Background: an optimization exercise with open tools, aiming at small area. Do not read the settings as production practice.
In this exercise RTL edits were held to simulation tests only and were not proved equivalent to the original.
Power figures rest on the tool's default switching activity, not on a simulated workload.

==> inputs of branch nickel <==
==> flow/design.v <==
`timescale 1ns / 1ps
module SRAM #(parameter DATA_WIDTH = 11,
              parameter TAP1 = 1,
              parameter TAP4 = 4)
            (input  wire                    clk,
             input  wire [DATA_WIDTH-1:0]   i_data,
             output wire [DATA_WIDTH-1:0]   o_tap1,
             output wire [DATA_WIDTH-1:0]   o_tap4,
             output wire [DATA_WIDTH-1:0]   o_tap2,      
             output wire [DATA_WIDTH-1:0]   o_tap3);     
 reg  [3*TAP4*DATA_WIDTH-1:0] memory_array;
 wire [(3*TAP4+1)*DATA_WIDTH-1:0] line = {memory_array, i_data};
    always @ (posedge clk)
        memory_array <= line[3*TAP4*DATA_WIDTH-1:0];
 assign o_tap1 = line[3*TAP1*DATA_WIDTH +: DATA_WIDTH];
 assign o_tap4 = line[3*TAP4*DATA_WIDTH +: DATA_WIDTH];
 assign o_tap2 = line[3*(TAP1+1)*DATA_WIDTH +: DATA_WIDTH];
 assign o_tap3 = line[3*(TAP1+2)*DATA_WIDTH +: DATA_WIDTH];
endmodule
`timescale 1ns/1ns
module Comb #(parameter D = 1)
                    (input  wire                clk,
                     input  wire                first,    
                     input  wire                va,
                     input  wire                vb,
                     input  wire        [10:0]  d_in,
                     output wire        [10:0]  d_out);
wire [10:0] tap1, tap4;
reg         carry;
wire        cin, cout;
SRAM #(.DATA_WIDTH(11), .TAP1(D), .TAP4(D + 3)) memory(.clk(clk), .i_data(d_in), .o_tap1(tap1), .o_tap4(tap4),
                               .o_tap2(), .o_tap3());
assign cin = first | carry;
Adder #(.W(11)) sub(.a(tap1 & {11{va}}), .b(~(tap4 & {11{vb}})), .cin(cin),
                    .s(d_out), .cout(cout));
always @(posedge clk)
	carry <= cout;
endmodule
`timescale 1ns/1ns
module upsampler  (input  wire        clk,
                   input  wire        rst,
                   input  wire [31:0] d_in,
                   output wire [10:0] d_out,      
                   output wire        first,      
                   output wire        load,       
                   output wire        ph0,        
                   output wire        ph1,
                   output wire        ph2,
                   output wire        v0,         
                   output wire        v1,         
                   output wire        v2,         
                   output wire        v3);        
reg [1:0]  phase;
reg [2:0]  nsmp;
reg [10:0] dig1;
reg [9:0]  dig2;
	always @(posedge clk)
	begin
		if (rst)
		begin
			phase <= 2'd0;
			nsmp  <= 3'd0;
		end else
		begin
			phase <= (phase == 2'd2) ? 2'd0 : phase + 2'd1;
			if (phase == 2'd2 && nsmp != 3'd4)
				nsmp <= nsmp + 3'd1;
		end
	end
	always @(posedge clk)
	begin
		dig1 <= (phase == 2'd0) ? d_in[21:11] : {1'b0, dig2};
		dig2 <= d_in[31:22];
	end
assign d_out = (phase == 2'd0) ? d_in[10:0] : dig1;
assign first = (phase == 2'd0);
assign load  = (phase == 2'd0);
assign ph0   = (phase == 2'd0);
assign ph1   = (phase == 2'd1);
assign ph2   = (phase == 2'd2);
assign v0    = (nsmp != 3'd0);
assign v1    = (nsmp >= 3'd2);
assign v2    = (nsmp >= 3'd3);
assign v3    = (nsmp == 3'd4);
endmodule
`timescale 1ns/1ns
module Intergrator		(input  wire 	   		clk,
						 input  wire 	   		rst,
						 input  wire [31:0] 	d_in,
						 output reg  [31:0] 	d_out);
reg  [3:1]  carry;
wire [3:0]  cout;
wire [31:0] sum;
RippleAdder8 add0(.a(d_out[7:0]),   .b(d_in[7:0]),   .cin(1'b0),     .s(sum[7:0]),   .cout(cout[0]));
RippleAdder8 add1(.a(d_out[15:8]),  .b(d_in[15:8]),  .cin(carry[1]), .s(sum[15:8]),  .cout(cout[1]));
RippleAdder8 add2(.a(d_out[23:16]), .b(d_in[23:16]), .cin(carry[2]), .s(sum[23:16]), .cout(cout[2]));
RippleAdder8 add3(.a(d_out[31:24]), .b(d_in[31:24]), .cin(carry[3]), .s(sum[31:24]), .cout(cout[3]));
	always @(posedge clk)
	begin
		if (rst)
		begin
			d_out <= 32'd0;
			carry <= 3'd0;
		end else
		begin
			d_out <= sum;
			carry <= cout[2:0];
		end
	end
endmodule
module RippleAdder8 (input  wire [7:0] a,
                     input  wire [7:0] b,
                     input  wire       cin,
                     output wire [7:0] s,
                     output wire       cout);
wire [8:0] c;
assign c[0] = cin;
genvar i;
generate for (i = 0; i < 8; i = i + 1) begin : bit_
	assign s[i]   = a[i] ^ b[i] ^ c[i];
	assign c[i+1] = (a[i] & b[i]) | (c[i] & (a[i] ^ b[i]));
end endgenerate
assign cout = c[8];
endmodule
module Adder #(parameter W = 32)
              (input  wire [W-1:0] a,
               input  wire [W-1:0] b,
               input  wire         cin,
               output wire [W-1:0] s,
               output wire         cout);
wire [W-1:0] p = a ^ b;
wire [W-1:0] g = a & b;
reg  [W-1:0] G, P, Gn, Pn;
integer i, d;
always @(*) begin
	G = g; P = p;
	G[0] = g[0] | (p[0] & cin);
	for (d = 1; d < W; d = d * 2) begin
		Gn = G; Pn = P;
		for (i = 0; i < W; i = i + 1)
			if ((i / d) % 2 == 1) begin
				Gn[i] = G[i] | (P[i] & G[(i / d) * d - 1]);
				Pn[i] = P[i] & P[(i / d) * d - 1];
			end
		G = Gn; P = Pn;
	end
end
assign s    = p ^ {G[W-2:0], cin};
assign cout = G[W-1];
endmodule
`timescale 1ns / 1ps
module CIC_Interpolator 			(input wire 	   			clk,
								 			 input wire 	   			rst,
											 input wire signed [31:0] 	d_in,
											 output wire signed [31:0] 	d_out);
wire        first, load, ph0, ph1, ph2, v0, v1, v2, v3;
wire [10:0] dig_in, comb_out1, comb_out2, comb_out3;
reg  [31:0] integ_out1;
wire [31:0] integ_out2, integ_out3, integ_out;
upsampler  ctrl(.clk(clk), .rst(rst), .d_in(d_in), .d_out(dig_in), .first(first),
                .load(load), .ph0(ph0), .ph1(ph1), .ph2(ph2), .v0(v0), .v1(v1), .v2(v2), .v3(v3));
Comb #(.D(0)) comb1(clk, first, v0, v3, dig_in,    comb_out1);
Comb #(.D(1)) comb2(clk, first, v0, v3, comb_out1, comb_out2);
Comb #(.D(1)) comb3(clk, first, v0, v3, comb_out2, comb_out3);
wire [10:0] tap1, tap2, tap3;
SRAM #(.DATA_WIDTH(11), .TAP1(1), .TAP4(3)) comb4_mem(.clk(clk), .i_data(comb_out3),
        .o_tap1(tap1), .o_tap2(tap2), .o_tap3(tap3), .o_tap4());
reg  [10:0] acc_d0;
reg         cs_carry, add_carry;
wire [10:0] x = tap1 & {11{v0}};
wire [10:0] y = tap2 & {11{v1}};
wire [10:0] z = tap3 & {11{v2}};
wire [10:0] cs_s = x ^ y ^ z;
wire [10:0] cs_c = (x & y) | (x & z) | (y & z);
wire [10:0] acc_next;
wire        add_cout;
Adder #(.W(11)) acc_add(.a(cs_s), .b({cs_c[9:0], ~first & cs_carry}),
                        .cin(~first & add_carry), .s(acc_next), .cout(add_cout));
always @(posedge clk)
begin
	acc_d0    <= acc_next;
	cs_carry  <= cs_c[10];
	add_carry <= add_cout;
end
always @(posedge clk)
begin
	if (rst)
		integ_out1 <= 32'd0;
	else
	begin
		if (ph0)
			integ_out1[7:0]   <= acc_next[7:0];
		if (ph1)
			integ_out1[15:8]  <= {acc_next[4:0], acc_d0[10:8]};
		if (ph2)
			integ_out1[23:16] <= {acc_next[1:0], acc_d0[10:5]};
		if (ph0 & v0)
			integ_out1[31:24] <= acc_d0[9:2];
	end
end
Intergrator	integrator2	(clk,rst,integ_out1,integ_out2);
Intergrator	integrator3	(clk,rst,integ_out2,integ_out3);
Intergrator	integrator4	(clk,rst,integ_out3,integ_out);
reg [7:0]  out0_d1, out0_d2, out0_d3, out1_d1, out1_d2, out2_d1;
always @(posedge clk)
begin
	if (rst)
	begin
		out0_d1 <= 8'd0; out0_d2 <= 8'd0; out0_d3 <= 8'd0;
		out1_d1 <= 8'd0; out1_d2 <= 8'd0;
		out2_d1 <= 8'd0;
	end else
	begin
		out0_d1 <= integ_out[7:0];   out0_d2 <= out0_d1; out0_d3 <= out0_d2;
		out1_d1 <= integ_out[15:8];  out1_d2 <= out1_d1;
		out2_d1 <= integ_out[23:16];
	end
end
assign d_out = {integ_out[31:24], out2_d1, out1_d2, out0_d3};
endmodule
==> flow/run.sh <==
#!/bin/bash
# synth_recipe.tcl (not shown) runs the flow's synth.tcl, then flattens the netlist and writes it again
# the make line also repeats each setting of config.mk as NAME=value (left out here)
make -C /OpenROAD-flow-scripts/flow DESIGN_CONFIG=/design/flow/config.mk WORK_HOME=/design/flow/orfs CLKGATE_MAP_FILE= SYNTH_SCRIPT=/design/flow/synth_recipe.tcl finish
==> flow/config.mk <==
export PLATFORM = sky130hd
export DESIGN_NAME = CIC_Interpolator
export DESIGN_NICKNAME = CIC_Interpolator
export VERILOG_FILES = /design/flow/design.v
export SDC_FILE = /design/flow/constraint.sdc
export NUM_CORES = 4
export LEC_CHECK = 0
export CAP_MARGIN = 20
export CORE_MARGIN = 2
export CORE_UTILIZATION = 40
export CTS_BUF_LIST = sky130_fd_sc_hd__clkbuf_16
export CTS_CLUSTER_DIAMETER = 100
export CTS_CLUSTER_SIZE = 30
export SLEW_MARGIN = 20
==> flow/constraint.sdc <==
create_clock -name core_clock -period 4.0 [get_ports {clk}]
set_input_delay 0.8000 -clock core_clock [delete_from_list [all_inputs] [get_ports {clk}]]
set_output_delay 0.8000 -clock core_clock [all_outputs]
set_load 0.01 [all_outputs]
==> branch maple: changes against branch nickel <==
==> flow/design.v, changed modules only <==
module upsampler  (input  wire        clk,
                   input  wire        rst,
                   input  wire [31:0] d_in,
                   output wire [10:0] d_out,      
                   output wire        first,      
                   output wire        load,       
                   output wire        ph0,        
                   output wire        ph1,
                   output wire        ph2,
                   output wire        v0,         
                   output wire        v1,         
                   output wire        v2,         
                   output wire        v3);        
reg [2:0]  phase;       
reg [3:0]  nsmp;        
reg [10:0] dig1;
reg [9:0]  dig2;
	always @(posedge clk)
	begin
		if (rst)
		begin
			phase <= 3'b001;
			nsmp  <= 4'b0000;
		end else
		begin
			phase <= {phase[1:0], phase[2]};
			if (phase[2])
				nsmp <= {nsmp[2:0], 1'b1};
		end
	end
	always @(posedge clk)
	begin
		dig1 <= phase[0] ? d_in[21:11] : {1'b0, dig2};
		dig2 <= d_in[31:22];
	end
assign d_out = phase[0] ? d_in[10:0] : dig1;
assign first = phase[0];
assign load  = phase[0];
assign ph0   = phase[0];
assign ph1   = phase[1];
assign ph2   = phase[2];
assign v0    = nsmp[0];
assign v1    = nsmp[1];
assign v2    = nsmp[2];
assign v3    = nsmp[3];
endmodule
module Adder #(parameter W = 11,
               parameter LO = 6)
              (input  wire [W-1:0] a,
               input  wire [W-1:0] b,
               input  wire         cin,
               output wire [W-1:0] s,
               output wire         cout);
wire [W:0]   c;         
wire [W-1:0] s0;        
wire         clo;       
wire [W-1:LO] ones;     
assign c[0] = cin;
genvar i;
generate for (i = 0; i < W; i = i + 1) begin : bit_
	wire ci = (i == LO) ? 1'b0 : c[i];
	assign s0[i]  = a[i] ^ b[i] ^ ci;
	assign c[i+1] = (a[i] & b[i]) | (ci & (a[i] ^ b[i]));
end endgenerate
assign clo = c[LO];
assign ones[LO] = 1'b1;
generate for (i = LO + 1; i < W; i = i + 1) begin : ones_
	assign ones[i] = ones[i-1] & s0[i-1];
end endgenerate
assign s[LO-1:0] = s0[LO-1:0];
assign s[W-1:LO] = s0[W-1:LO] ^ ({(W-LO){clo}} & ones);
assign cout      = c[W] | (clo & ones[W-1] & s0[W-1]);
endmodule
module AdderSk #(parameter W = 32)
                (input  wire [W-1:0] a,
                 input  wire [W-1:0] b,
                 input  wire         cin,
                 output wire [W-1:0] s,
                 output wire         cout);
wire [W-1:0] p = a ^ b;
wire [W-1:0] g = a & b;
reg  [W-1:0] G, P, Gn, Pn;
integer i, d;
always @(*) begin
	G = g; P = p;
	G[0] = g[0] | (p[0] & cin);
	for (d = 1; d < W; d = d * 2) begin
		Gn = G; Pn = P;
		for (i = 0; i < W; i = i + 1)
			if ((i / d) % 2 == 1) begin
				Gn[i] = G[i] | (P[i] & G[(i / d) * d - 1]);
				Pn[i] = P[i] & P[(i / d) * d - 1];
			end
		G = Gn; P = Pn;
	end
end
assign s    = p ^ {G[W-2:0], cin};
assign cout = G[W-1];
endmodule
module CIC_Interpolator 			(input wire 	   			clk,
								 			 input wire 	   			rst,
											 input wire signed [31:0] 	d_in,
											 output wire signed [31:0] 	d_out);
wire        first, load, ph0, ph1, ph2, v0, v1, v2, v3;
wire [10:0] dig_in, comb_out1, comb_out2, comb_out3;
reg  [31:0] integ_out1;
wire [31:0] integ_out2, integ_out3, integ_out;
upsampler  ctrl(.clk(clk), .rst(rst), .d_in(d_in), .d_out(dig_in), .first(first),
                .load(load), .ph0(ph0), .ph1(ph1), .ph2(ph2), .v0(v0), .v1(v1), .v2(v2), .v3(v3));
Comb #(.D(0)) comb1(clk, first, v0, v3, dig_in,    comb_out1);
Comb #(.D(1)) comb2(clk, first, v0, v3, comb_out1, comb_out2);
Comb #(.D(1)) comb3(clk, first, v0, v3, comb_out2, comb_out3);
wire [10:0] tap1, tap2, tap3;
SRAM #(.DATA_WIDTH(11), .TAP1(1), .TAP4(3)) comb4_mem(.clk(clk), .i_data(comb_out3),
        .o_tap1(tap1), .o_tap2(tap2), .o_tap3(tap3), .o_tap4());
reg  [10:0] acc_d0;
reg         cs_carry, add_carry;
wire [10:0] x = tap1 & {11{v0}};
wire [10:0] y = tap2 & {11{v1}};
wire [10:0] z = tap3 & {11{v2}};
wire [10:0] cs_s = x ^ y ^ z;
wire [10:0] cs_c = (x & y) | (x & z) | (y & z);
wire [10:0] acc_next;
wire        add_cout;
AdderSk #(.W(11)) acc_add(.a(cs_s), .b({cs_c[9:0], ~first & cs_carry}),
                        .cin(~first & add_carry), .s(acc_next), .cout(add_cout));
always @(posedge clk)
begin
	acc_d0    <= acc_next;
	cs_carry  <= cs_c[10];
	add_carry <= add_cout;
end
always @(posedge clk)
begin
	if (rst)
		integ_out1 <= 32'd0;
	else
	begin
		if (ph0)
			integ_out1[7:0]   <= acc_next[7:0];
		if (ph1)
			integ_out1[15:8]  <= {acc_next[4:0], acc_d0[10:8]};
		if (ph2)
			integ_out1[23:16] <= {acc_next[1:0], acc_d0[10:5]};
		if (ph0 & v0)
			integ_out1[31:24] <= acc_d0[9:2];
	end
end
Intergrator	integrator2	(clk,rst,integ_out1,integ_out2);
Intergrator	integrator3	(clk,rst,integ_out2,integ_out3);
Intergrator	integrator4	(clk,rst,integ_out3,integ_out);
reg [7:0]  out0_d1, out0_d2, out0_d3, out1_d1, out1_d2, out2_d1;
always @(posedge clk)
begin
	out0_d1 <= integ_out[7:0];   out0_d2 <= out0_d1; out0_d3 <= out0_d2;
	out1_d1 <= integ_out[15:8];  out1_d2 <= out1_d1;
	out2_d1 <= integ_out[23:16];
end
assign d_out = {integ_out[31:24], {out2_d1, out1_d2, out0_d3} & {24{v0}}};
endmodule
==> flow/flow/run.sh (new file) <==
#!/bin/bash
# The standard layout (standard synthesis unchanged), except that the
# buffer placed on every input and output port is the plain buf_1 cell
# rather than the delay buffer the resizer would pick. The full output of
# the ORFS run goes to standard.log here; ORFS's own per-step logs are kept
# under orfs/logs.
set -o pipefail
export BUFFER_PORTS_ARGS="-buffer_cell sky130_fd_sc_hd__buf_1"
bash standard.sh > standard.log 2>&1
==> flow/standard.sh (new file) <==
#!/bin/bash
# synth_recipe.tcl (not shown) runs the flow's synth.tcl, then flattens the netlist and writes it again
# the make line also repeats each setting of config.mk as NAME=value (left out here)
make -C /OpenROAD-flow-scripts/flow DESIGN_CONFIG=/design/flow/config.mk WORK_HOME=/design/flow/orfs CLKGATE_MAP_FILE= SYNTH_SCRIPT=/design/flow/synth_recipe.tcl "${@:-finish}"
Settings changed: CORE_UTILIZATION 40 to 65.
removed: flow/run.sh
==> notes <==
Between branch maple and branch nickel, the lower setup slack is in branch maple (gap 0.19 ns).
Between branch maple and branch nickel, the lower global-route usage is in branch nickel (gap 6.7 points).
Of branch nickel and branch maple, branch nickel has the higher wire length (gap 1.4%, measured against branch maple).
Against branch maple, the synthesized cell count of branch nickel is higher by about 8%.
Branch nickel finished clean. Branch maple completed with no timing, DRC or antenna violations.
In branch maple the combinational power is lower than in branch nickel, by about 60%.
Of branch nickel and branch maple, branch nickel has the higher worst hold slack (gap 0.0094 ns).
Against branch maple, the area after synthesis of branch nickel is higher by 2.9%.
==> figures <==
metric	branch maple	branch nickel
Run status	no timing/DRC/antenna violations	no timing/DRC/antenna violations
Sum of routed wire length over all layers	25.42 mm	25.78 mm
Layout clock buffer count	27	26
Dpl cells	1800	2187
R2R Path Start	ctrl.phase[0]	ctrl.nsmp[0]
First DRT Iteration DRCs	319	339
CP Max Fanout	10	11
Starting Density	0.6624	0.4049
Simple-gate portion of the synthesized area	0.08101	0.08913
Net switching power of the design	2484 uW	2954 uW
Worst R2R Setup Slack	0.17 ns	0.36 ns
Number of sequential storage elements	689	687
Fraction of final layout cells sized beyond drive strength 1	0.05355	0.04663
# rows	63	82
Sequential Power	8630 uW	9120 uW
Data arrival time at the worst-slack endpoint	4.29 ns	4.13 ns

-- port drivers added, routing unchanged --
The flow's constraints put no driver on any port. The routed layouts listed below were extracted and timed again, unchanged, in two steps.
Step 1 (the two cells are an assumption about what drives the block):
set clk [get_ports {clk}]
set_driving_cell -lib_cell sky130_fd_sc_hd__clkbuf_16 $clk
set_driving_cell -lib_cell sky130_fd_sc_hd__buf_2 [delete_from_list [all_inputs] $clk]
Step 2 also shifts input and output timing later by t, the mid clock arrival at the registers, as if the neighbouring blocks saw the same clock.
a / b / c = ideal / step 1 / step 2; a / b = the first two.
run | shift t [ns] | slack for setup (ns) | worst setup path after step 2 | worst register clock-pin slew, ns
branch nickel | 0.636 | 0.361 / 0.361 / 0.239 | input to register | 0.11 / 0.11
branch maple | 0.619 | 0.173 / 0.173 / 0.000 | input to register | 0.11 / 0.11
The setup slack of branch maple, which loses most, moves by 0.000 ns with the drivers and by -0.173 ns with both steps.
